From an optimization exercise on the open Yosys and OpenROAD flow, aimed at small area; shortcuts taken in it are not production practice. Only simulation tests tie the RTL to the original design; equivalence was not proved. No activity file was given, so power comes from the tool's default toggle rates.

--- design/flow/standard.sh ---
#!/bin/bash
# synth_recipe.tcl (not shown) runs the flow's synth.tcl, then flattens the netlist and writes it again
# the make line also repeats each setting of config.mk as NAME=value (left out here)
make -C /OpenROAD-flow-scripts/flow DESIGN_CONFIG=/design/flow/config.mk WORK_HOME=/design/flow/orfs CLKGATE_MAP_FILE= SYNTH_SCRIPT=/design/flow/synth_recipe.tcl "${@:-finish}"
--- design/flow/flow/bubble.py ---
#!/usr/bin/env python3
"""Remove inverters around full adders in a Yosys netlist of sky130hd cells.

A full adder is self-dual: FA(~a, ~b, ~c) = (~cout, ~sum). Synthesis leaves many
inverters between the fa_1 cells it extracts. This pass chooses, for every
fa_1, whether it computes its function on true or complemented signals, so as
to need as few inverters as possible, then rebuilds the inverters: at most one
per signal that some pin needs in the polarity its driver does not give.
The logic function of every register input and output port is unchanged.

usage: bubble.py IN.v OUT.v
"""
import re
import sys

INV = re.compile(r"^sky130_fd_sc_hd__inv_\d+$")
FA = "sky130_fd_sc_hd__fa_1"
OUT_PINS = {"X", "Y", "Q", "Q_N", "SUM", "COUT", "HI", "LO"}


def parse(text):
    m = re.search(r"^\s*(sky130_fd_sc_hd__\w+)\s", text, re.M)
    head = text[:m.start()]
    body = text[m.start():]
    end = body.rindex("endmodule")
    tail = body[end:]
    body = body[:end]
    cells = []
    for cm in re.finditer(r"(sky130_fd_sc_hd__\w+)\s+(\S+)\s*\((.*?)\);", body, re.S):
        pins = []
        for pm in re.finditer(r"\.(\w+)\(\s*((?:\\\S+\s)|[^()\s]+)\s*\)", cm.group(3)):
            pins.append([pm.group(1), pm.group(2).strip()])
        cells.append({"type": cm.group(1), "name": cm.group(2), "pins": pins})
    return head, cells, tail


def fmt_net(n):
    return n + " " if n.startswith("\\") else n


def main():
    text = open(sys.argv[1]).read()
    head, cells, tail = parse(text)
    outputs = set()
    for m in re.finditer(r"^\s*output\s+(\[(\d+):(\d+)\]\s*)?(\S+);", head, re.M):
        if m.group(1):
            for i in range(int(m.group(3)), int(m.group(2)) + 1):
                outputs.add("%s[%d]" % (m.group(4), i))
        else:
            outputs.add(m.group(4))

    inv_of = {}      # inverter output net -> input net
    for c in cells:
        if INV.match(c["type"]):
            p = dict(c["pins"])
            inv_of[p["Y"]] = p["A"]

    def root(n):
        par = 0
        seen = 0
        while n in inv_of:
            n = inv_of[n]
            par ^= 1
            seen += 1
            assert seen < 1000
        return n, par

    for o in outputs:
        assert o not in inv_of, "output port driven by an inverter: " + o

    fas = [c for c in cells if c["type"] == FA]
    others = [c for c in cells if not INV.match(c["type"])]
    fa_out_root = {}  # net -> fa index
    for i, c in enumerate(fas):
        for pin, net in c["pins"]:
            if pin in ("SUM", "COUT"):
                fa_out_root[net] = i

    # consumer pins: (cell, pin index, root, parity)
    cons = []
    for c in others:
        for k, (pin, net) in enumerate(c["pins"]):
            if pin in OUT_PINS:
                continue
            r, par = root(net)
            cons.append((c, k, r, par))
    flip = [0] * len(fas)
    fa_index = {id(c): i for i, c in enumerate(fas)}

    def phi(r):
        i = fa_out_root.get(r)
        return flip[i] if i is not None else 0

    # cnt[r] = [pins needing physical polarity 0, pins needing 1]
    cnt = {}
    pins_of_fa = [[] for _ in fas]
    for j, (c, k, r, par) in enumerate(cons):
        cnt.setdefault(r, [0, 0])
        i = fa_index.get(id(c))
        q = par ^ (flip[i] if i is not None else 0)
        cnt[r][q] += 1
        if i is not None:
            pins_of_fa[i].append(j)
    for o in outputs:
        cnt.setdefault(o, [0, 0])
        cnt[o][0] += 1   # ports need the true polarity from their driver

    def cost(r):
        c = cnt.get(r)
        if not c:
            return 0
        return 1 if c[1 - phi(r)] > 0 else 0

    def flip_delta(i):
        roots = set()
        for j in pins_of_fa[i]:
            roots.add(cons[j][2])
        for pin, net in fas[i]["pins"]:
            if pin in ("SUM", "COUT"):
                roots.add(net)
        before = sum(cost(r) for r in roots)
        apply_flip(i)
        after = sum(cost(r) for r in roots)
        apply_flip(i)
        return after - before

    def apply_flip(i):
        for j in pins_of_fa[i]:
            c, k, r, par = cons[j]
            q = par ^ flip[i]
            cnt[r][q] -= 1
            cnt[r][q ^ 1] += 1
        flip[i] ^= 1

    total0 = sum(cost(r) for r in cnt)
    import math
    import random
    rng = random.Random(1)
    cur = total0
    best = cur
    best_flip = list(flip)
    n_it = 400 * max(1, len(fas))
    for it in range(n_it):
        temp = 1.5 * (0.02 / 1.5) ** (it / n_it)
        i = rng.randrange(len(fas))
        d = flip_delta(i)
        if d <= 0 or rng.random() < math.exp(-d / temp):
            apply_flip(i)
            cur += d
            if cur < best:
                best = cur
                best_flip = list(flip)
    for i in range(len(fas)):
        if flip[i] != best_flip[i]:
            apply_flip(i)
    for it in range(50):
        changed = 0
        for i in range(len(fas)):
            if flip_delta(i) < 0:
                apply_flip(i)
                changed += 1
        if not changed:
            break
    total1 = sum(cost(r) for r in cnt)

    # rebuild
    new_inv = {}
    lines = []
    for j, (c, k, r, par) in enumerate(cons):
        i = fa_index.get(id(c))
        q = par ^ (flip[i] if i is not None else 0)
        if q != phi(r):
            if r not in new_inv:
                new_inv[r] = "_bpinv%d_" % len(new_inv)
            c["pins"][k][1] = new_inv[r]
        else:
            c["pins"][k][1] = r
    for o in outputs:
        assert phi(o) == 0
    out = [head]
    decl = "".join("  wire %s;\n" % n for n in new_inv.values())
    out.append(decl)
    for c in others:
        out.append("  %s %s (\n%s\n  );\n" % (c["type"], fmt_net(c["name"]) if c["name"].startswith("\\") else c["name"],
                   ",\n".join("    .%s(%s)" % (p, fmt_net(n)) for p, n in c["pins"])))
    for r, n in new_inv.items():
        out.append("  sky130_fd_sc_hd__inv_1 %s (\n    .A(%s),\n    .Y(%s)\n  );\n" % (n.replace("inv", "invc"), fmt_net(r), n))
    out.append(tail)
    open(sys.argv[2], "w").write("".join(out))
    ninv = sum(1 for c in cells if INV.match(c["type"]))
    print("bubble: %d fa, %d flipped; inverters %d -> %d (model %d -> %d)" % (
        len(fas), sum(flip), ninv, len(new_inv), total0, total1))


if __name__ == "__main__":
    main()
--- design/flow/config.mk ---
export PLATFORM = sky130hd
export DESIGN_NAME = Full_Connect
export DESIGN_NICKNAME = Full_Connect
export VERILOG_FILES = /design/flow/design.v
export SDC_FILE = /design/flow/constraint.sdc
export NUM_CORES = 4
export LEC_CHECK = 0
export CAP_MARGIN = 20
export CORE_MARGIN = 2
export CORE_UTILIZATION = 60
export CTS_BUF_LIST = sky130_fd_sc_hd__clkbuf_4 sky130_fd_sc_hd__clkbuf_8
export CTS_CLUSTER_DIAMETER = 60
export CTS_CLUSTER_SIZE = 30
export PLACE_DENSITY = 0.7
export SETUP_SLACK_MARGIN = 0.05
export SLEW_MARGIN = 20
--- design/flow/constraint.sdc ---
create_clock -name core_clock -period 6.0 [get_ports {clk}]
set_input_delay 1.2000 -clock core_clock [delete_from_list [all_inputs] [get_ports {clk}]]
set_output_delay 1.2000 -clock core_clock [all_outputs]
set_load 0.01 [all_outputs]
--- design/flow/design.v ---
module Fc_Lane (
    input clk,
    input rstn,
    input ena,
    input ena_add,
    input pv,
    input sel0,
    input sel1,
    input sel2,
    input hold_q,
    input [7:0] in_data,
    input [7:0] weight,
    input [7:0] bias,
    output [7:0] result
);
reg [7:0] d;
reg [7:0] w;
always @( posedge clk ) begin
    d <= in_data;
    w <= weight;
end
wire [7:0] dg = d & {8{pv}};
wire [7:0] bs = bias;
reg [23:0] acc;
reg [23:0] b;
reg [23:0] r;
reg [7:0] q;
reg [7:0] s1;
reg [7:0] s2;
wire [23:0] acc_n;
wire [23:0] b_n;
wire [7:0] q_n;
    wire pp0 = dg[0] & w[0];
    wire pp1 = dg[0] & w[1];
    wire pp2 = dg[0] & w[2];
    wire pp3 = dg[0] & w[3];
    wire pp4 = dg[0] & w[4];
    wire pp5 = dg[0] & w[5];
    wire pp6 = dg[0] & w[6];
    wire pn7 = ~(dg[0] & w[7]);
    wire pp8 = dg[1] & w[0];
    wire pp9 = dg[1] & w[1];
    wire pp10 = dg[1] & w[2];
    wire pp11 = dg[1] & w[3];
    wire pp12 = dg[1] & w[4];
    wire pp13 = dg[1] & w[5];
    wire pp14 = dg[1] & w[6];
    wire pn15 = ~(dg[1] & w[7]);
    wire pp16 = dg[2] & w[0];
    wire pp17 = dg[2] & w[1];
    wire pp18 = dg[2] & w[2];
    wire pp19 = dg[2] & w[3];
    wire pp20 = dg[2] & w[4];
    wire pp21 = dg[2] & w[5];
    wire pp22 = dg[2] & w[6];
    wire pn23 = ~(dg[2] & w[7]);
    wire pp24 = dg[3] & w[0];
    wire pp25 = dg[3] & w[1];
    wire pp26 = dg[3] & w[2];
    wire pp27 = dg[3] & w[3];
    wire pp28 = dg[3] & w[4];
    wire pp29 = dg[3] & w[5];
    wire pp30 = dg[3] & w[6];
    wire pn31 = ~(dg[3] & w[7]);
    wire pp32 = dg[4] & w[0];
    wire pp33 = dg[4] & w[1];
    wire pp34 = dg[4] & w[2];
    wire pp35 = dg[4] & w[3];
    wire pp36 = dg[4] & w[4];
    wire pp37 = dg[4] & w[5];
    wire pp38 = dg[4] & w[6];
    wire pn39 = ~(dg[4] & w[7]);
    wire pp40 = dg[5] & w[0];
    wire pp41 = dg[5] & w[1];
    wire pp42 = dg[5] & w[2];
    wire pp43 = dg[5] & w[3];
    wire pp44 = dg[5] & w[4];
    wire pp45 = dg[5] & w[5];
    wire pp46 = dg[5] & w[6];
    wire pn47 = ~(dg[5] & w[7]);
    wire pp48 = dg[6] & w[0];
    wire pp49 = dg[6] & w[1];
    wire pp50 = dg[6] & w[2];
    wire pp51 = dg[6] & w[3];
    wire pp52 = dg[6] & w[4];
    wire pp53 = dg[6] & w[5];
    wire pp54 = dg[6] & w[6];
    wire pn55 = ~(dg[6] & w[7]);
    wire pp56 = dg[7] & w[0];
    wire pp57 = dg[7] & w[1];
    wire pp58 = dg[7] & w[2];
    wire pp59 = dg[7] & w[3];
    wire pp60 = dg[7] & w[4];
    wire pp61 = dg[7] & w[5];
    wire pp62 = dg[7] & w[6];
    wire pn63 = ~(dg[7] & w[7]);
    wire ag64 = acc[0] & ena_add;
    wire ag65 = acc[1] & ena_add;
    wire ag66 = acc[2] & ena_add;
    wire ag67 = acc[3] & ena_add;
    wire ag68 = acc[4] & ena_add;
    wire ag69 = acc[5] & ena_add;
    wire ag70 = acc[6] & ena_add;
    wire ag71 = acc[7] & ena_add;
    wire ag72 = acc[8] & ena_add;
    wire ag73 = acc[9] & ena_add;
    wire ag74 = acc[10] & ena_add;
    wire ag75 = acc[11] & ena_add;
    wire ag76 = acc[12] & ena_add;
    wire ag77 = acc[13] & ena_add;
    wire ag78 = acc[14] & ena_add;
    wire ag79 = acc[15] & ena_add;
    wire ag80 = acc[16] & ena_add;
    wire ag81 = acc[17] & ena_add;
    wire ag82 = acc[18] & ena_add;
    wire ag83 = acc[19] & ena_add;
    wire ag84 = acc[20] & ena_add;
    wire ag85 = acc[21] & ena_add;
    wire ag86 = acc[22] & ena_add;
    wire ag87 = acc[23] & ena_add;
    wire s88 = 1'b1 ^ pn7;
    wire c89 = 1'b1 & pn7;
    wire s90 = pp12 ^ pp19;
    wire c91 = pp12 & pp19;
    wire s92 = pp13 ^ pp20 ^ pp27;
    wire c93 = (pp13 & pp20) | (pp27 & (pp13 ^ pp20));
    wire s94 = pp34 ^ pp41;
    wire c95 = pp34 & pp41;
    wire s96 = pp14 ^ pp21 ^ pp28;
    wire c97 = (pp14 & pp21) | (pp28 & (pp14 ^ pp21));
    wire s98 = pp35 ^ pp42 ^ pp49;
    wire c99 = (pp35 & pp42) | (pp49 & (pp35 ^ pp42));
    wire s100 = pp56 ^ s88;
    wire c101 = pp56 & s88;
    wire s102 = pn15 ^ pp22 ^ pp29;
    wire c103 = (pn15 & pp22) | (pp29 & (pn15 ^ pp22));
    wire s104 = pp36 ^ pp43 ^ pp50;
    wire c105 = (pp36 & pp43) | (pp50 & (pp36 ^ pp43));
    wire s106 = pp57 ^ c89 ^ ag72;
    wire c107 = (pp57 & c89) | (ag72 & (pp57 ^ c89));
    wire s108 = pn23 ^ pp30 ^ pp37;
    wire c109 = (pn23 & pp30) | (pp37 & (pn23 ^ pp30));
    wire s110 = pp44 ^ pp51 ^ pp58;
    wire c111 = (pp44 & pp51) | (pp58 & (pp44 ^ pp51));
    wire s112 = pn31 ^ pp38 ^ pp45;
    wire c113 = (pn31 & pp38) | (pp45 & (pn31 ^ pp38));
    wire s114 = pp10 ^ pp17;
    wire c115 = pp10 & pp17;
    wire s116 = pp11 ^ pp18 ^ pp25;
    wire c117 = (pp11 & pp18) | (pp25 & (pp11 ^ pp18));
    wire s118 = pp32 ^ pp4;
    wire c119 = pp32 & pp4;
    wire s120 = pp26 ^ pp33 ^ pp40;
    wire c121 = (pp26 & pp33) | (pp40 & (pp26 ^ pp33));
    wire s122 = pp5 ^ s90 ^ ag69;
    wire c123 = (pp5 & s90) | (ag69 & (pp5 ^ s90));
    wire s124 = pp48 ^ pp6 ^ c91;
    wire c125 = (pp48 & pp6) | (c91 & (pp48 ^ pp6));
    wire s126 = s94 ^ s92 ^ ag70;
    wire c127 = (s94 & s92) | (ag70 & (s94 ^ s92));
    wire s128 = c95 ^ c93 ^ s96;
    wire c129 = (c95 & c93) | (s96 & (c95 ^ c93));
    wire s130 = s98 ^ s100 ^ ag71;
    wire c131 = (s98 & s100) | (ag71 & (s98 ^ s100));
    wire s132 = c97 ^ c99 ^ s102;
    wire c133 = (c97 & c99) | (s102 & (c97 ^ c99));
    wire s134 = s104 ^ c101 ^ s106;
    wire c135 = (s104 & c101) | (s106 & (s104 ^ c101));
    wire s136 = c103 ^ c105 ^ s108;
    wire c137 = (c103 & c105) | (s108 & (c103 ^ c105));
    wire s138 = s110 ^ ag73 ^ c107;
    wire c139 = (s110 & ag73) | (c107 & (s110 ^ ag73));
    wire s140 = pp52 ^ pp59 ^ c109;
    wire c141 = (pp52 & pp59) | (c109 & (pp52 ^ pp59));
    wire s142 = c111 ^ s112 ^ ag74;
    wire c143 = (c111 & s112) | (ag74 & (c111 ^ s112));
    wire s144 = pn39 ^ pp46 ^ pp53;
    wire c145 = (pn39 & pp46) | (pp53 & (pn39 ^ pp46));
    wire s146 = pp60 ^ c113 ^ ag75;
    wire c147 = (pp60 & c113) | (ag75 & (pp60 ^ c113));
    wire s148 = pn47 ^ pp54 ^ pp61;
    wire c149 = (pn47 & pp54) | (pp61 & (pn47 ^ pp54));
    wire s150 = pp16 ^ pp2;
    wire c151 = pp16 & pp2;
    wire s152 = pp24 ^ pp3 ^ s114;
    wire c153 = (pp24 & pp3) | (s114 & (pp24 ^ pp3));
    wire s154 = c115 ^ s118 ^ s116;
    wire c155 = (c115 & s118) | (s116 & (c115 ^ s118));
    wire s156 = c119 ^ c117 ^ s120;
    wire c157 = (c119 & c117) | (s120 & (c119 ^ c117));
    wire s158 = c121 ^ s124 ^ c123;
    wire c159 = (c121 & s124) | (c123 & (c121 ^ s124));
    wire s160 = c125 ^ s128 ^ c127;
    wire c161 = (c125 & s128) | (c127 & (c125 ^ s128));
    wire s162 = c129 ^ s132 ^ c131;
    wire c163 = (c129 & s132) | (c131 & (c129 ^ s132));
    wire s164 = c133 ^ s136 ^ c135;
    wire c165 = (c133 & s136) | (c135 & (c133 ^ s136));
    wire s166 = c137 ^ s140 ^ s142;
    wire c167 = (c137 & s140) | (s142 & (c137 ^ s140));
    wire s168 = s144 ^ c141 ^ c143;
    wire c169 = (s144 & c141) | (c143 & (s144 ^ c141));
    wire s170 = c145 ^ s148 ^ ag76;
    wire c171 = (c145 & s148) | (ag76 & (c145 ^ s148));
    wire s172 = pn55 ^ pp62 ^ c149;
    wire c173 = (pn55 & pp62) | (c149 & (pn55 ^ pp62));
    wire s174 = pp1 ^ pp8;
    wire c175 = pp1 & pp8;
    wire s176 = pp9 ^ s150 ^ ag66;
    wire c177 = (pp9 & s150) | (ag66 & (pp9 ^ s150));
    wire s178 = c151 ^ s152 ^ ag67;
    wire c179 = (c151 & s152) | (ag67 & (c151 ^ s152));
    wire s180 = c153 ^ s154 ^ ag68;
    wire c181 = (c153 & s154) | (ag68 & (c153 ^ s154));
    wire s182 = c155 ^ s156 ^ s122;
    wire c183 = (c155 & s156) | (s122 & (c155 ^ s156));
    wire s184 = c157 ^ s126 ^ s158;
    wire c185 = (c157 & s126) | (s158 & (c157 ^ s126));
    wire s186 = s130 ^ c159 ^ s160;
    wire c187 = (s130 & c159) | (s160 & (s130 ^ c159));
    wire s188 = c161 ^ s162 ^ s134;
    wire c189 = (c161 & s162) | (s134 & (c161 ^ s162));
    wire s190 = c163 ^ s138 ^ s164;
    wire c191 = (c163 & s138) | (s164 & (c163 ^ s138));
    wire s192 = c139 ^ s166 ^ c165;
    wire c193 = (c139 & s166) | (c165 & (c139 ^ s166));
    wire s194 = s146 ^ c167 ^ s168;
    wire c195 = (s146 & c167) | (s168 & (s146 ^ c167));
    wire s196 = c147 ^ s170 ^ c169;
    wire c197 = (c147 & s170) | (c169 & (c147 ^ s170));
    wire s198 = s172 ^ ag77 ^ c171;
    wire c199 = (s172 & ag77) | (c171 & (s172 ^ ag77));
    wire s200 = pn63 ^ c173 ^ ag78;
    wire c201 = (pn63 & c173) | (ag78 & (pn63 ^ c173));
    wire s202 = 1'b1 ^ ag79;
    wire c203 = 1'b1 & ag79;
    wire s204 = 1'b1 ^ ag80;
    wire c205 = 1'b1 & ag80;
    wire s206 = 1'b1 ^ ag81;
    wire c207 = 1'b1 & ag81;
    wire s208 = 1'b1 ^ ag82;
    wire c209 = 1'b1 & ag82;
    wire s210 = 1'b1 ^ ag83;
    wire c211 = 1'b1 & ag83;
    wire s212 = 1'b1 ^ ag84;
    wire c213 = 1'b1 & ag84;
    wire s214 = 1'b1 ^ ag85;
    wire c215 = 1'b1 & ag85;
    wire s216 = 1'b1 ^ ag86;
    wire c217 = 1'b1 & ag86;
    wire s218 = 1'b1 ^ ag87;
    wire c219 = 1'b1 & ag87;
    wire s220 = pp0 ^ ag64;
    wire c221 = pp0 & ag64;
    wire s222 = s174 ^ ag65;
    wire c223 = s174 & ag65;
    wire s224 = c175 ^ s176;
    wire c225 = c175 & s176;
    wire s226 = c177 ^ s178;
    wire c227 = c177 & s178;
    wire s228 = c179 ^ s180;
    wire c229 = c179 & s180;
    wire s230 = c181 ^ s182;
    wire c231 = c181 & s182;
    wire s232 = c183 ^ s184;
    wire c233 = c183 & s184;
    wire s234 = c185 ^ s186;
    wire c235 = c185 & s186;
    wire s236 = c187 ^ s188;
    wire c237 = c187 & s188;
    wire s238 = c189 ^ s190;
    wire c239 = c189 & s190;
    wire s240 = c191 ^ s192;
    wire c241 = c191 & s192;
    wire s242 = c193 ^ s194;
    wire c243 = c193 & s194;
    wire s244 = c195 ^ s196;
    wire c245 = c195 & s196;
    wire s246 = c197 ^ s198;
    wire c247 = c197 & s198;
    wire s248 = c199 ^ s200;
    wire c249 = c199 & s200;
    wire s250 = c201 ^ s202;
    wire c251 = c201 & s202;
    wire s252 = c203 ^ s204;
    wire c253 = c203 & s204;
    wire s254 = c205 ^ s206;
    wire c255 = c205 & s206;
    wire s256 = c207 ^ s208;
    wire c257 = c207 & s208;
    wire s258 = c209 ^ s210;
    wire c259 = c209 & s210;
    wire s260 = c211 ^ s212;
    wire c261 = c211 & s212;
    wire s262 = c213 ^ s214;
    wire c263 = c213 & s214;
    wire s264 = c215 ^ s216;
    wire c265 = c215 & s216;
    wire s266 = c217 ^ s218;
    wire c267 = c217 & s218;
    wire g268 = c223 | (s222 & c221);
    wire p269 = s222 & s220;
    wire g270 = c227 | (s226 & c225);
    wire p271 = s226 & s224;
    wire g272 = c231 | (s230 & c229);
    wire p273 = s230 & s228;
    wire g274 = c235 | (s234 & c233);
    wire p275 = s234 & s232;
    wire g276 = c239 | (s238 & c237);
    wire p277 = s238 & s236;
    wire g278 = c243 | (s242 & c241);
    wire p279 = s242 & s240;
    wire g280 = c247 | (s246 & c245);
    wire p281 = s246 & s244;
    wire g282 = c251 | (s250 & c249);
    wire p283 = s250 & s248;
    wire g284 = c255 | (s254 & c253);
    wire p285 = s254 & s252;
    wire g286 = c259 | (s258 & c257);
    wire p287 = s258 & s256;
    wire g288 = c263 | (s262 & c261);
    wire p289 = s262 & s260;
    wire g290 = c267 | (s266 & c265);
    wire p291 = s266 & s264;
    wire g292 = c225 | (s224 & g268);
    wire p293 = s224 & p269;
    wire g294 = g270 | (p271 & g268);
    wire p295 = p271 & p269;
    wire g296 = c233 | (s232 & g272);
    wire p297 = s232 & p273;
    wire g298 = g274 | (p275 & g272);
    wire p299 = p275 & p273;
    wire g300 = c241 | (s240 & g276);
    wire p301 = s240 & p277;
    wire g302 = g278 | (p279 & g276);
    wire p303 = p279 & p277;
    wire g304 = c249 | (s248 & g280);
    wire p305 = s248 & p281;
    wire g306 = g282 | (p283 & g280);
    wire p307 = p283 & p281;
    wire g308 = c257 | (s256 & g284);
    wire p309 = s256 & p285;
    wire g310 = g286 | (p287 & g284);
    wire p311 = p287 & p285;
    wire g312 = c265 | (s264 & g288);
    wire p313 = s264 & p289;
    wire g314 = g290 | (p291 & g288);
    wire p315 = p291 & p289;
    wire g316 = c229 | (s228 & g294);
    wire p317 = s228 & p295;
    wire g318 = g272 | (p273 & g294);
    wire p319 = p273 & p295;
    wire g320 = g296 | (p297 & g294);
    wire p321 = p297 & p295;
    wire g322 = g298 | (p299 & g294);
    wire p323 = p299 & p295;
    wire g324 = c245 | (s244 & g302);
    wire p325 = s244 & p303;
    wire g326 = g280 | (p281 & g302);
    wire p327 = p281 & p303;
    wire g328 = g304 | (p305 & g302);
    wire p329 = p305 & p303;
    wire g330 = g306 | (p307 & g302);
    wire p331 = p307 & p303;
    wire g332 = c261 | (s260 & g310);
    wire p333 = s260 & p311;
    wire g334 = g288 | (p289 & g310);
    wire p335 = p289 & p311;
    wire g336 = g312 | (p313 & g310);
    wire p337 = p313 & p311;
    wire g338 = g314 | (p315 & g310);
    wire p339 = p315 & p311;
    wire g340 = c237 | (s236 & g322);
    wire p341 = s236 & p323;
    wire g342 = g276 | (p277 & g322);
    wire p343 = p277 & p323;
    wire g344 = g300 | (p301 & g322);
    wire p345 = p301 & p323;
    wire g346 = g302 | (p303 & g322);
    wire p347 = p303 & p323;
    wire g348 = g324 | (p325 & g322);
    wire p349 = p325 & p323;
    wire g350 = g326 | (p327 & g322);
    wire p351 = p327 & p323;
    wire g352 = g328 | (p329 & g322);
    wire p353 = p329 & p323;
    wire g354 = g330 | (p331 & g322);
    wire p355 = p331 & p323;
    wire g356 = c253 | (s252 & g354);
    wire p357 = s252 & p355;
    wire g358 = g284 | (p285 & g354);
    wire p359 = p285 & p355;
    wire g360 = g308 | (p309 & g354);
    wire p361 = p309 & p355;
    wire g362 = g310 | (p311 & g354);
    wire p363 = p311 & p355;
    wire g364 = g332 | (p333 & g354);
    wire p365 = p333 & p355;
    wire g366 = g334 | (p335 & g354);
    wire p367 = p335 & p355;
    wire g368 = g336 | (p337 & g354);
    wire p369 = p337 & p355;
    wire g370 = g338 | (p339 & g354);
    wire p371 = p339 & p355;
    wire s372 = s222 ^ c221;
    wire s373 = s224 ^ g268;
    wire s374 = s226 ^ g292;
    wire s375 = s228 ^ g294;
    wire s376 = s230 ^ g316;
    wire s377 = s232 ^ g318;
    wire s378 = s234 ^ g320;
    wire s379 = s236 ^ g322;
    wire s380 = s238 ^ g340;
    wire s381 = s240 ^ g342;
    wire s382 = s242 ^ g344;
    wire s383 = s244 ^ g346;
    wire s384 = s246 ^ g348;
    wire s385 = s248 ^ g350;
    wire s386 = s250 ^ g352;
    wire s387 = s252 ^ g354;
    wire s388 = s254 ^ g356;
    wire s389 = s256 ^ g358;
    wire s390 = s258 ^ g360;
    wire s391 = s260 ^ g362;
    wire s392 = s262 ^ g364;
    wire s393 = s264 ^ g366;
    wire s394 = s266 ^ g368;
    assign acc_n = {s394, s393, s392, s391, s390, s389, s388, s387, s386, s385, s384, s383, s382, s381, s380, s379, s378, s377, s376, s375, s374, s373, s372, s220};
    wire s395 = acc[0] ^ bs[0];
    wire c396 = acc[0] & bs[0];
    wire s397 = acc[1] ^ bs[1];
    wire c398 = acc[1] & bs[1];
    wire s399 = acc[2] ^ bs[2];
    wire c400 = acc[2] & bs[2];
    wire s401 = acc[3] ^ bs[3];
    wire c402 = acc[3] & bs[3];
    wire s403 = acc[4] ^ bs[4];
    wire c404 = acc[4] & bs[4];
    wire s405 = acc[5] ^ bs[5];
    wire c406 = acc[5] & bs[5];
    wire s407 = acc[6] ^ bs[6];
    wire c408 = acc[6] & bs[6];
    wire s409 = acc[7] ^ bs[7];
    wire c410 = acc[7] & bs[7];
    wire g411 = c398 | (s397 & c396);
    wire p412 = s397 & s395;
    wire g413 = c402 | (s401 & c400);
    wire p414 = s401 & s399;
    wire g415 = c406 | (s405 & c404);
    wire p416 = s405 & s403;
    wire g417 = c410 | (s409 & c408);
    wire p418 = s409 & s407;
    wire g419 = c400 | (s399 & g411);
    wire p420 = s399 & p412;
    wire g421 = g413 | (p414 & g411);
    wire p422 = p414 & p412;
    wire g423 = c408 | (s407 & g415);
    wire p424 = s407 & p416;
    wire g425 = g417 | (p418 & g415);
    wire p426 = p418 & p416;
    wire g427 = c404 | (s403 & g421);
    wire p428 = s403 & p422;
    wire g429 = g415 | (p416 & g421);
    wire p430 = p416 & p422;
    wire g431 = g423 | (p424 & g421);
    wire p432 = p424 & p422;
    wire g433 = g425 | (p426 & g421);
    wire p434 = p426 & p422;
    wire s435 = s397 ^ c396;
    wire s436 = s399 ^ g411;
    wire s437 = s401 ^ g419;
    wire s438 = s403 ^ g421;
    wire s439 = s405 ^ g427;
    wire s440 = s407 ^ g429;
    wire s441 = s409 ^ g431;
    wire inc442 = g433 & ~bs[7];
    wire dec443 = ~g433 & bs[7];
    wire s444 = acc[8] ^ (inc442 | dec443);
    wire s445 = acc[9] ^ ((inc442 & acc[8]) | (dec443 & ~acc[8]));
    wire on446 = acc[8] & acc[9];
    wire ze447 = ~acc[8] & ~acc[9];
    wire s448 = acc[10] ^ ((inc442 & on446) | (dec443 & ze447));
    wire on449 = on446 & acc[10];
    wire ze450 = ze447 & ~acc[10];
    wire s451 = acc[11] ^ ((inc442 & on449) | (dec443 & ze450));
    wire on452 = on449 & acc[11];
    wire ze453 = ze450 & ~acc[11];
    wire s454 = acc[12] ^ ((inc442 & on452) | (dec443 & ze453));
    wire on455 = on452 & acc[12];
    wire ze456 = ze453 & ~acc[12];
    wire s457 = acc[13] ^ ((inc442 & on455) | (dec443 & ze456));
    wire on458 = on455 & acc[13];
    wire ze459 = ze456 & ~acc[13];
    wire s460 = acc[14] ^ ((inc442 & on458) | (dec443 & ze459));
    wire on461 = on458 & acc[14];
    wire ze462 = ze459 & ~acc[14];
    wire s463 = acc[15] ^ ((inc442 & on461) | (dec443 & ze462));
    wire on464 = on461 & acc[15];
    wire ze465 = ze462 & ~acc[15];
    wire s466 = acc[16] ^ ((inc442 & on464) | (dec443 & ze465));
    wire on467 = on464 & acc[16];
    wire ze468 = ze465 & ~acc[16];
    wire s469 = acc[17] ^ ((inc442 & on467) | (dec443 & ze468));
    wire on470 = on467 & acc[17];
    wire ze471 = ze468 & ~acc[17];
    wire s472 = acc[18] ^ ((inc442 & on470) | (dec443 & ze471));
    wire on473 = on470 & acc[18];
    wire ze474 = ze471 & ~acc[18];
    wire s475 = acc[19] ^ ((inc442 & on473) | (dec443 & ze474));
    wire on476 = on473 & acc[19];
    wire ze477 = ze474 & ~acc[19];
    wire s478 = acc[20] ^ ((inc442 & on476) | (dec443 & ze477));
    wire on479 = on476 & acc[20];
    wire ze480 = ze477 & ~acc[20];
    wire s481 = acc[21] ^ ((inc442 & on479) | (dec443 & ze480));
    wire on482 = on479 & acc[21];
    wire ze483 = ze480 & ~acc[21];
    wire s484 = acc[22] ^ ((inc442 & on482) | (dec443 & ze483));
    wire on485 = on482 & acc[22];
    wire ze486 = ze483 & ~acc[22];
    wire s487 = acc[23] ^ ((inc442 & on485) | (dec443 & ze486));
    wire on488 = on485 & acc[23];
    wire ze489 = ze486 & ~acc[23];
    assign b_n = {s487, s484, s481, s478, s475, s472, s469, s466, s463, s460, s457, s454, s451, s448, s445, s444, s441, s440, s439, s438, s437, s436, s435, s395};
    wire m490 = sel0 & r[0];
    wire m491 = (sel0 & r[0]);
    wire m492 = sel0 & r[1];
    wire m493 = (sel0 & r[1]);
    wire m494 = sel0 & r[2];
    wire m495 = (sel0 & r[2]) | (sel1 & r[0]);
    wire m496 = sel0 & r[3];
    wire m497 = (sel1 & r[0]);
    wire m498 = (sel0 & r[3]) | (sel1 & r[1]);
    wire m499 = sel0 & r[4];
    wire m500 = (sel1 & r[1]) | (sel2 & r[0]);
    wire m501 = (sel0 & r[4]) | (sel1 & r[2]);
    wire m502 = sel0 & r[5];
    wire m503 = (sel0 & r[0]) | (sel1 & r[2]) | (sel2 & r[1]);
    wire m504 = (sel0 & r[5]) | (sel1 & r[3]);
    wire m505 = sel0 & r[6];
    wire m506 = (sel0 & r[1]) | (sel1 & r[3]) | (sel2 & r[2]);
    wire m507 = (sel0 & r[6]) | (sel1 & r[4]);
    wire m508 = sel0 & r[7];
    wire m509 = (sel0 & r[2]) | (sel1 & r[4]) | (sel2 & r[3]);
    wire m510 = (sel0 & r[7]) | (sel1 & r[5]);
    wire m511 = sel0 & r[8];
    wire m512 = (sel0 & r[3]) | (sel1 & r[5]) | (sel2 & r[4]);
    wire m513 = (sel0 & r[8]) | (sel1 & r[6]);
    wire m514 = sel0 & r[9];
    wire m515 = (sel0 & r[4]) | (sel1 & r[6]) | (sel2 & r[5]);
    wire m516 = (sel0 & r[9]) | (sel1 & r[7]);
    wire m517 = sel0 & r[10];
    wire m518 = (sel0 & r[5]) | (sel1 & r[7]) | (sel2 & r[6]);
    wire m519 = (sel0 & r[10]) | (sel1 & r[8]);
    wire m520 = sel0 & r[11];
    wire m521 = (sel0 & r[6]) | (sel1 & r[8]) | (sel2 & r[7]);
    wire m522 = (sel0 & r[11]) | (sel1 & r[9]);
    wire m523 = sel0 & r[12];
    wire m524 = (sel0 & r[7]) | (sel1 & r[9]) | (sel2 & r[8]);
    wire m525 = (sel0 & r[12]) | (sel1 & r[10]);
    wire m526 = sel0 & r[13];
    wire m527 = (sel0 & r[8]) | (sel1 & r[10]) | (sel2 & r[9]);
    wire m528 = (sel0 & r[13]) | (sel1 & r[11]);
    wire m529 = sel0 & r[14];
    wire m530 = (sel0 & r[9]) | (sel1 & r[11]) | (sel2 & r[10]);
    wire m531 = (sel0 & r[14]) | (sel1 & r[12]);
    wire m532 = sel0 & r[15];
    wire m533 = (sel0 & r[10]) | (sel1 & r[12]) | (sel2 & r[11]);
    wire m534 = (sel0 & r[15]) | (sel1 & r[13]);
    wire m535 = sel0 & r[16];
    wire m536 = (sel0 & r[11]) | (sel1 & r[13]) | (sel2 & r[12]);
    wire m537 = (sel0 & r[16]) | (sel1 & r[14]);
    wire m538 = sel0 & r[17];
    wire m539 = (sel0 & r[12]) | (sel1 & r[14]) | (sel2 & r[13]);
    wire m540 = (sel0 & r[17]) | (sel1 & r[15]);
    wire m541 = sel0 & r[18];
    wire m542 = (sel0 & r[13]) | (sel1 & r[15]) | (sel2 & r[14]);
    wire m543 = (sel0 & r[18]) | (sel1 & r[16]);
    wire m544 = sel0 & r[19];
    wire m545 = (sel0 & r[14]) | (sel1 & r[16]) | (sel2 & r[15]);
    wire m546 = (sel0 & r[19]) | (sel1 & r[17]);
    wire m547 = sel0 & r[20];
    wire m548 = (sel0 & r[15]) | (sel1 & r[17]) | (sel2 & r[16]);
    wire m549 = (sel0 & r[20]) | (sel1 & r[18]);
    wire m550 = sel0 & r[21];
    wire m551 = (sel0 & r[16]) | (sel1 & r[18]) | (sel2 & r[17]);
    wire m552 = (sel0 & r[21]) | (sel1 & r[19]);
    wire m553 = sel0 & r[22];
    wire m554 = (sel0 & r[17]) | (sel1 & r[19]) | (sel2 & r[18]);
    wire m555 = (sel0 & r[22]) | (sel1 & r[20]);
    wire s556 = r[0] ^ r[5];
    wire c557 = r[0] & r[5];
    wire s558 = r[1] ^ r[6] ^ m509;
    wire c559 = (r[1] & r[6]) | (m509 & (r[1] ^ r[6]));
    wire s560 = r[2] ^ r[7] ^ m512;
    wire c561 = (r[2] & r[7]) | (m512 & (r[2] ^ r[7]));
    wire s562 = r[3] ^ r[8] ^ m515;
    wire c563 = (r[3] & r[8]) | (m515 & (r[3] ^ r[8]));
    wire s564 = r[4] ^ r[9] ^ m518;
    wire c565 = (r[4] & r[9]) | (m518 & (r[4] ^ r[9]));
    wire s566 = r[10] ^ r[5] ^ m521;
    wire c567 = (r[10] & r[5]) | (m521 & (r[10] ^ r[5]));
    wire s568 = r[11] ^ r[6] ^ m524;
    wire c569 = (r[11] & r[6]) | (m524 & (r[11] ^ r[6]));
    wire s570 = r[12] ^ r[7] ^ m527;
    wire c571 = (r[12] & r[7]) | (m527 & (r[12] ^ r[7]));
    wire s572 = 1'b1 ^ r[13] ^ r[8];
    wire c573 = (1'b1 & r[13]) | (r[8] & (1'b1 ^ r[13]));
    wire s574 = m530 ^ m531;
    wire c575 = m530 & m531;
    wire s576 = r[14] ^ r[9] ^ m533;
    wire c577 = (r[14] & r[9]) | (m533 & (r[14] ^ r[9]));
    wire s578 = m534 ^ m535;
    wire c579 = m534 & m535;
    wire s580 = r[10] ^ r[15] ^ m536;
    wire c581 = (r[10] & r[15]) | (m536 & (r[10] ^ r[15]));
    wire s582 = m537 ^ m538;
    wire c583 = m537 & m538;
    wire s584 = r[11] ^ r[16] ^ m539;
    wire c585 = (r[11] & r[16]) | (m539 & (r[11] ^ r[16]));
    wire s586 = m540 ^ m541;
    wire c587 = m540 & m541;
    wire s588 = r[12] ^ r[17] ^ m542;
    wire c589 = (r[12] & r[17]) | (m542 & (r[12] ^ r[17]));
    wire s590 = m543 ^ m544;
    wire c591 = m543 & m544;
    wire s592 = r[13] ^ r[18] ^ m545;
    wire c593 = (r[13] & r[18]) | (m545 & (r[13] ^ r[18]));
    wire s594 = m546 ^ m547;
    wire c595 = m546 & m547;
    wire s596 = r[14] ^ r[19] ^ m548;
    wire c597 = (r[14] & r[19]) | (m548 & (r[14] ^ r[19]));
    wire s598 = m549 ^ m550;
    wire c599 = m549 & m550;
    wire s600 = r[15] ^ r[20] ^ m551;
    wire c601 = (r[15] & r[20]) | (m551 & (r[15] ^ r[20]));
    wire s602 = m552 ^ m553;
    wire c603 = m552 & m553;
    wire s604 = r[16] ^ r[21] ^ m554;
    wire c605 = (r[16] & r[21]) | (m554 & (r[16] ^ r[21]));
    wire s606 = r[2] ^ m497;
    wire c607 = r[2] & m497;
    wire s608 = r[3] ^ m500 ^ m501;
    wire c609 = (r[3] & m500) | (m501 & (r[3] ^ m500));
    wire s610 = r[4] ^ m503 ^ m504;
    wire c611 = (r[4] & m503) | (m504 & (r[4] ^ m503));
    wire s612 = s556 ^ m506 ^ m507;
    wire c613 = (s556 & m506) | (m507 & (s556 ^ m506));
    wire s614 = c557 ^ m510 ^ m511;
    wire c615 = (c557 & m510) | (m511 & (c557 ^ m510));
    wire s616 = m513 ^ m514 ^ c559;
    wire c617 = (m513 & m514) | (c559 & (m513 ^ m514));
    wire s618 = m516 ^ m517 ^ c561;
    wire c619 = (m516 & m517) | (c561 & (m516 ^ m517));
    wire s620 = m519 ^ m520 ^ c563;
    wire c621 = (m519 & m520) | (c563 & (m519 ^ m520));
    wire s622 = m522 ^ m523 ^ c565;
    wire c623 = (m522 & m523) | (c565 & (m522 ^ m523));
    wire s624 = m525 ^ m526 ^ c567;
    wire c625 = (m525 & m526) | (c567 & (m525 ^ m526));
    wire s626 = m528 ^ m529 ^ c569;
    wire c627 = (m528 & m529) | (c569 & (m528 ^ m529));
    wire s628 = s572 ^ m532 ^ s574;
    wire c629 = (s572 & m532) | (s574 & (s572 ^ m532));
    wire s630 = c573 ^ c575 ^ s578;
    wire c631 = (c573 & c575) | (s578 & (c573 ^ c575));
    wire s632 = c579 ^ s582 ^ c577;
    wire c633 = (c579 & s582) | (c577 & (c579 ^ s582));
    wire s634 = c583 ^ s586 ^ c581;
    wire c635 = (c583 & s586) | (c581 & (c583 ^ s586));
    wire s636 = c587 ^ s590 ^ c585;
    wire c637 = (c587 & s590) | (c585 & (c587 ^ s590));
    wire s638 = c591 ^ s594 ^ c589;
    wire c639 = (c591 & s594) | (c589 & (c591 ^ s594));
    wire s640 = c595 ^ s598 ^ c593;
    wire c641 = (c595 & s598) | (c593 & (c595 ^ s598));
    wire s642 = c599 ^ s602 ^ c597;
    wire c643 = (c599 & s602) | (c597 & (c599 ^ s602));
    wire s644 = m555 ^ c603 ^ c601;
    wire c645 = (m555 & c603) | (c601 & (m555 ^ c603));
    wire s646 = r[0] ^ m493;
    wire c647 = r[0] & m493;
    wire s648 = r[1] ^ m495 ^ m496;
    wire c649 = (r[1] & m495) | (m496 & (r[1] ^ m495));
    wire s650 = m498 ^ m499 ^ s606;
    wire c651 = (m498 & m499) | (s606 & (m498 ^ m499));
    wire s652 = m502 ^ c607 ^ s608;
    wire c653 = (m502 & c607) | (s608 & (m502 ^ c607));
    wire s654 = m505 ^ c609 ^ s610;
    wire c655 = (m505 & c609) | (s610 & (m505 ^ c609));
    wire s656 = m508 ^ c611 ^ s612;
    wire c657 = (m508 & c611) | (s612 & (m508 ^ c611));
    wire s658 = c613 ^ s558 ^ s614;
    wire c659 = (c613 & s558) | (s614 & (c613 ^ s558));
    wire s660 = c615 ^ s560 ^ s616;
    wire c661 = (c615 & s560) | (s616 & (c615 ^ s560));
    wire s662 = s562 ^ c617 ^ s618;
    wire c663 = (s562 & c617) | (s618 & (s562 ^ c617));
    wire s664 = s564 ^ c619 ^ s620;
    wire c665 = (s564 & c619) | (s620 & (s564 ^ c619));
    wire s666 = s566 ^ c621 ^ s622;
    wire c667 = (s566 & c621) | (s622 & (s566 ^ c621));
    wire s668 = s568 ^ c623 ^ s624;
    wire c669 = (s568 & c623) | (s624 & (s568 ^ c623));
    wire s670 = s570 ^ c625 ^ s626;
    wire c671 = (s570 & c625) | (s626 & (s570 ^ c625));
    wire s672 = c571 ^ s628 ^ c627;
    wire c673 = (c571 & s628) | (c627 & (c571 ^ s628));
    wire s674 = s576 ^ c629 ^ s630;
    wire c675 = (s576 & c629) | (s630 & (s576 ^ c629));
    wire s676 = s580 ^ c631 ^ s632;
    wire c677 = (s580 & c631) | (s632 & (s580 ^ c631));
    wire s678 = s584 ^ c633 ^ s634;
    wire c679 = (s584 & c633) | (s634 & (s584 ^ c633));
    wire s680 = s588 ^ c635 ^ s636;
    wire c681 = (s588 & c635) | (s636 & (s588 ^ c635));
    wire s682 = s592 ^ c637 ^ s638;
    wire c683 = (s592 & c637) | (s638 & (s592 ^ c637));
    wire s684 = s596 ^ c639 ^ s640;
    wire c685 = (s596 & c639) | (s640 & (s596 ^ c639));
    wire s686 = s600 ^ c641 ^ s642;
    wire c687 = (s600 & c641) | (s642 & (s600 ^ c641));
    wire s688 = s604 ^ c643 ^ s644;
    wire c689 = (s604 & c643) | (s644 & (s604 ^ c643));
    wire s690 = m491 ^ m492;
    wire c691 = m491 & m492;
    wire s692 = s646 ^ m494 ^ c691;
    wire c693 = (s646 & m494) | (c691 & (s646 ^ m494));
    wire s694 = c647 ^ s648 ^ c693;
    wire c695 = (c647 & s648) | (c693 & (c647 ^ s648));
    wire s696 = c649 ^ s650 ^ c695;
    wire c697 = (c649 & s650) | (c695 & (c649 ^ s650));
    wire s698 = c651 ^ s652 ^ c697;
    wire c699 = (c651 & s652) | (c697 & (c651 ^ s652));
    wire s700 = c653 ^ s654 ^ c699;
    wire c701 = (c653 & s654) | (c699 & (c653 ^ s654));
    wire s702 = c655 ^ s656 ^ c701;
    wire c703 = (c655 & s656) | (c701 & (c655 ^ s656));
    wire s704 = c657 ^ s658;
    wire c705 = c657 & s658;
    wire s706 = c659 ^ s660;
    wire c707 = c659 & s660;
    wire s708 = c661 ^ s662;
    wire c709 = c661 & s662;
    wire s710 = c663 ^ s664;
    wire c711 = c663 & s664;
    wire s712 = c665 ^ s666;
    wire c713 = c665 & s666;
    wire s714 = c667 ^ s668;
    wire c715 = c667 & s668;
    wire s716 = c669 ^ s670;
    wire c717 = c669 & s670;
    wire s718 = c671 ^ s672;
    wire c719 = c671 & s672;
    wire s720 = c673 ^ s674;
    wire c721 = c673 & s674;
    wire s722 = c675 ^ s676;
    wire c723 = c675 & s676;
    wire s724 = c677 ^ s678;
    wire c725 = c677 & s678;
    wire s726 = c679 ^ s680;
    wire c727 = c679 & s680;
    wire s728 = c681 ^ s682;
    wire c729 = c681 & s682;
    wire s730 = c683 ^ s684;
    wire c731 = c683 & s684;
    wire s732 = c685 ^ s686;
    wire c733 = c685 & s686;
    wire s734 = c687 ^ s688;
    wire c735 = c687 & s688;
    wire g736 = c705 | (s704 & c703);
    wire g737 = c707 | (s706 & g736);
    wire p738 = s706 & s704;
    wire g739 = c711 | (s710 & c709);
    wire p740 = s710 & s708;
    wire g741 = c715 | (s714 & c713);
    wire p742 = s714 & s712;
    wire g743 = c719 | (s718 & c717);
    wire p744 = s718 & s716;
    wire g745 = c723 | (s722 & c721);
    wire p746 = s722 & s720;
    wire g747 = c727 | (s726 & c725);
    wire p748 = s726 & s724;
    wire g749 = c731 | (s730 & c729);
    wire p750 = s730 & s728;
    wire g751 = c735 | (s734 & c733);
    wire p752 = s734 & s732;
    wire g753 = c709 | (s708 & g737);
    wire p754 = s708 & p738;
    wire g755 = g739 | (p740 & g737);
    wire p756 = p740 & p738;
    wire g757 = c717 | (s716 & g741);
    wire p758 = s716 & p742;
    wire g759 = g743 | (p744 & g741);
    wire p760 = p744 & p742;
    wire g761 = c725 | (s724 & g745);
    wire p762 = s724 & p746;
    wire g763 = g747 | (p748 & g745);
    wire p764 = p748 & p746;
    wire g765 = c733 | (s732 & g749);
    wire p766 = s732 & p750;
    wire g767 = g751 | (p752 & g749);
    wire p768 = p752 & p750;
    wire g769 = c713 | (s712 & g755);
    wire p770 = s712 & p756;
    wire g771 = g741 | (p742 & g755);
    wire p772 = p742 & p756;
    wire g773 = g757 | (p758 & g755);
    wire p774 = p758 & p756;
    wire g775 = g759 | (p760 & g755);
    wire p776 = p760 & p756;
    wire g777 = c729 | (s728 & g763);
    wire p778 = s728 & p764;
    wire g779 = g749 | (p750 & g763);
    wire p780 = p750 & p764;
    wire g781 = g765 | (p766 & g763);
    wire p782 = p766 & p764;
    wire g783 = g767 | (p768 & g763);
    wire p784 = p768 & p764;
    wire g785 = c721 | (s720 & g775);
    wire p786 = s720 & p776;
    wire g787 = g745 | (p746 & g775);
    wire p788 = p746 & p776;
    wire g789 = g761 | (p762 & g775);
    wire p790 = p762 & p776;
    wire g791 = g763 | (p764 & g775);
    wire p792 = p764 & p776;
    wire g793 = g777 | (p778 & g775);
    wire p794 = p778 & p776;
    wire g795 = g779 | (p780 & g775);
    wire p796 = p780 & p776;
    wire g797 = g781 | (p782 & g775);
    wire p798 = p782 & p776;
    wire g799 = g783 | (p784 & g775);
    wire p800 = p784 & p776;
    wire s801 = s704 ^ c703;
    wire s802 = s706 ^ g736;
    wire s803 = s708 ^ g737;
    wire s804 = s710 ^ g753;
    wire s805 = s712 ^ g755;
    wire s806 = s714 ^ g769;
    wire s807 = s716 ^ g771;
    wire s808 = s718 ^ g773;
    wire s809 = s720 ^ g775;
    wire s810 = s722 ^ g785;
    wire s811 = s724 ^ g787;
    wire s812 = s726 ^ g789;
    wire s813 = s728 ^ g791;
    wire s814 = s730 ^ g793;
    wire s815 = s732 ^ g795;
    wire s816 = s734 ^ g797;
    assign q_n = {s816, s815, s814, s813, s812, s811, s810, s809} & {8{~r[23]}};
always @( posedge clk or negedge rstn ) begin
    if ( !rstn ) acc <= '0;
    else acc <= acc_n;
end
always @( posedge clk or negedge rstn ) begin
    if ( !rstn ) begin
        b <= '0;
        r <= '0;
        q <= '0;
        s1 <= '0;
        s2 <= '0;
    end
    else if ( ena ) begin
        b <= b_n;
        r <= b;
        if ( !hold_q ) q <= q_n;
        s1 <= q;
        s2 <= s1;
    end
end
assign result = s2;
endmodule
module Full_Connect #
(
parameter BITWIDTH = 8,
parameter BITWIDTH_CAL = 24,
parameter NUM_PARA = 8
)
(
input clk,
input rstn,
input ena,
input ena_add,
input [1:0] select,
input [ NUM_PARA*BITWIDTH - 1 : 0 ] in_data,  
input [ NUM_PARA*BITWIDTH - 1 : 0 ] weight,  
input [ NUM_PARA*BITWIDTH - 1 : 0 ] bias,  
output [ NUM_PARA*BITWIDTH - 1 : 0 ] result  
);
reg pv;
always @( posedge clk or negedge rstn ) begin
    if ( !rstn ) pv <= 1'b0;
    else pv <= ena;
end
wire sel0 = ~select[1] & ~select[0];
wire sel1 = select[0];
wire sel2 = select[1];
wire hold_q = select[1] & select[0];
genvar i;
generate
for ( i = 0; i < NUM_PARA; i = i + 1 ) begin : lane
    Fc_Lane u (
        .clk(clk), .rstn(rstn), .ena(ena), .ena_add(ena_add), .pv(pv),
        .sel0(sel0), .sel1(sel1), .sel2(sel2), .hold_q(hold_q),
        .in_data(in_data[i*8 +: 8]), .weight(weight[i*8 +: 8]), .bias(bias[i*8 +: 8]),
        .result(result[i*8 +: 8])
    );
end
endgenerate
endmodule
--- design/flow/flow/run.sh ---
#!/bin/bash
# Own flow: the standard synthesis, then a netlist pass that removes
# inverters around full adders (flow/bubble.py), then the standard layout.
set -euo pipefail
R=orfs/results/sky130hd/Full_Connect/base
bash standard.sh synth > synth.log 2>&1
cp $R/1_2_yosys.v $R/1_2_yosys_std.v
python3 flow/bubble.py $R/1_2_yosys_std.v $R/1_2_yosys.v > bubble.log 2>&1
touch $R/1_2_yosys.v
bash standard.sh finish > finish.log 2>&1
==> results.txt <==
placed cells by master (no fill, tap or decap), types with 19 or more instances in the layout:
cell and instances:
fa_1 880, dfrtp_1 768, inv_1 702, nand2_1 626, ha_1 560, and3_1 390
mux2_2 352, o21ai_0 277, xnor2_1 265, clkdlybuf4s50_1 256, a21oi_1 249, nor2_1 160
nand3_1 141, and2_1 138, nor3_1 136, a21o_1 136, xor2_1 130, dfxtp_1 128
clkbuf_8 96, buf_4 95, nand2b_1 54, a22o_1 52, a22oi_1 42, a221oi_1 39
a31oi_1 34, mux2i_1 34, a221o_1 33, o21a_1 33, nor2b_1 31, a211oi_1 24
o31ai_1 20, buf_12 19
layout make-up:
type	count	area, µm²	share of cell area [%]
Antenna cell	5	12.5	0.0155
Clock buffer	99	1340	1.67
Timing Repair Buffer	374	3710	4.60
Inverter	703	2640	3.27
Clock inverter	74	947	1.17
Multi-Input combinational cell	5044	48100	59.7
Sequential cell	897	21800	27.0
Tap cell	1625	2030	2.52
sequential cells by signal (all words and copies together), names as in the netlist:
| name | flops |
|---|---|
| lane.u.s1 | 64 |
| lane.u.acc | 192 |
| lane.u.r | 192 |
| lane.u.d | 64 |
| pv | 1 |
| lane.u.s2 | 64 |
| lane.u.q | 64 |
| lane.u.b | 192 |
| lane.u.w | 64 |
worst max path at each step:
stage | startpoint | to | slack, ps | depth (start not counted)
2_1_floorplan | select[0] | lane[3].u.q[7] | 20 | 20
3_3_place_gp | bias[16] | lane[2].u.b[23] | -100 | 20
3_5_place_dp | bias[24] | lane[3].u.b[23] | -150 | 19
4_1_cts | pv | lane[6].u.acc[23] | 430 | 18
5_1_grt | pv | lane[4].u.acc[23] | 100 | 18
6_report | pv | lane[0].u.acc[23] | 380 | 17
timing repair:
action                                  4_1_cts  5_1_grt
endpoints found under the hold margin         0        0
endpoints found under the setup margin        0        1
resized for setup                             0        1
power by group:
group          leakage, nW  switching, mW  internal (mW)  total (mW)
sequential            10.4           2.94           8.51        11.4
clock                 1.16           2.74           2.00        4.74
combinational         28.8           17.1           15.5        32.6
total                 40.3           22.8           26.0        48.8
critical path: cells and delay by family (launching register included):
family / cells / cell delay, ps
xor gates and xnor gates: 1 / 140
and+or+nand+nor: 2 / 320
DFF: 1 / 530
adders and majority gates: 5 / 2170
buffers and inverters: 3 / 490
AOI/OAI and AO/OA: 6 / 1810
per-stage QoR:
stage	cells	util (%)	power [mW]	setup TNS, ps	setup WS, ps
after floorplan	6907	-	35.3	0	15.7
after global placement	8643	64.4	42.7	-246	-100
after detailed placement	8643	64.4	44.0	-694	-151
after CTS	8816	66.2	49.1	0	433
after global routing	8820	66.3	54.2	0	95.6
final	8821	66.3	48.8	0	381
metal layers:
layer,part of all wire [%],GRT usage [%],vias up
met1,50,43.9,25534
met5,0.013,0,-
met2,42,39.6,1355
li1,-,-,23778
met3,6.4,4.22,164
met4,1.6,5.75,4
==> qor.csv <==
metric,value,unit
share of post-route cells with drive strength above 1,9.47,%
fin nets,8750,
pin count of the biggest net entering global routing,213,
CTS sink cnt,897,
grt total ovfl,0,
global-route wire length before repair,278000,µm
post-route ant nets,0,
CP max-delay cell,a2111oi_0,
Worst Skew,51.1,ps
fin crit period,5620,ps
# IOs,262,
initial antenna violation count,8,
placed cell areas,78300,µm²
Final period util,93.7,%
"Avg Cell Area, Syn",10.7,µm²
Max IR drop VDD,0.525,mV
CTS tree,built,
Max Buffers Root-to-Sink,3,
WHS,379,ps
hpwl dp,133000,µm
CP arrival,6320,ps
Starting Density,60.5,%
cell chain of the critical path,"buf_12, buf_4, and3_1, fa_1, inv_1, fa_1, fa_1, fa_1, ha_1, a21oi_1, nand2_1, a21oi_1, o21ai_0, a21oi_1, a221oi_1, a2111oi_0, xnor2_1",
via count,50835,
worst r2r src,pv,
Worst-Skew Late Latency,860,ps
GP Congestion,0.914,
final setup vio count,0,
R2R setup slack,380,ps
Mapped Nets,8545,
Max Freq,178,MHz
PwrDens,605,nW/µm²
core area,122000,µm²
CP peak stage delay,550,ps
Crit path top cell by count,fa_1,
Crit Path Category,flop to flop,
YS warnings,2,
Port Buf Inserts,261,
num rows,128,
Fin. Hold Viols,0,
CTS Hold Bufs,0,
Total GRT Usage,27.5,%
Clock transition at path regs,100,ps
RSZ-0062 raised after global routing,false,
worst endpoint required time,6700,ps
max-slew violations,0,
Fillers,9629,
number of global-route vias before repair,51969,
root buffer cell,clkbuf_8,
Num CTS Buffers,92,
vias per cell,5.76,
Rel. slew slack,35.5,%
crit end category,flop,
outcome,"complete, no violations",
reg2reg end,lane[0].u.acc[23],
type of the tightest min-delay check,input pin to asynchronous set/reset pin,
crit-path max FO,65,
Pre-antenna DRT Iters,5,
Setup crit start kind,flop,
routed len/inst,19.0,µm
Max Cap Viol,0,
Final Instance Area,80600,µm²
LEAKAGE,40.3,nW
cells after synthesis,6907,
R2R cell count,17,
postcts setup bufs,0,
total routed wirelength,168000,µm
Layout area overhead,9.59,%
die area,125000,µm²
die height,354,µm
H-tree levels,3,
Worst Max-Slew Pin Slew,968,ps
DR iter-0 viols,4075,
area of the mapped netlist,73600,µm²
Die W,354,µm
residual DRC count,0,

-- re-timing with driven ports --
No port has a modelled driver above. Below, the same layout with a new extraction and two added sets of constraints.
Step 1 assumes that a clkbuf_16 drives the clock port and a buf_2 every other input.
Step 2 moves the port delays by t, midway between the first and last clock arrival at a register: inputs arrive t later, outputs are due t later. That takes back most of the time a late clock gives input paths.
a / b / c = ideal / step 1 / step 2; a / b = the first two.
t (ns): 0.905
setup WS [ns]: 0.381 / 0.381 / -0.131
clock arrival spread, ns: 0.055 / 0.055
slew at the worst register clock pin (ns): 0.12 / 0.12
worst slew at a driven data input, ns: 0.10
With both steps, setup timing fails in this run, where it was met with ideal ports. For this run, drivers alone change the setup slack by 0.000 ns; drivers and shift together by -0.512 ns.
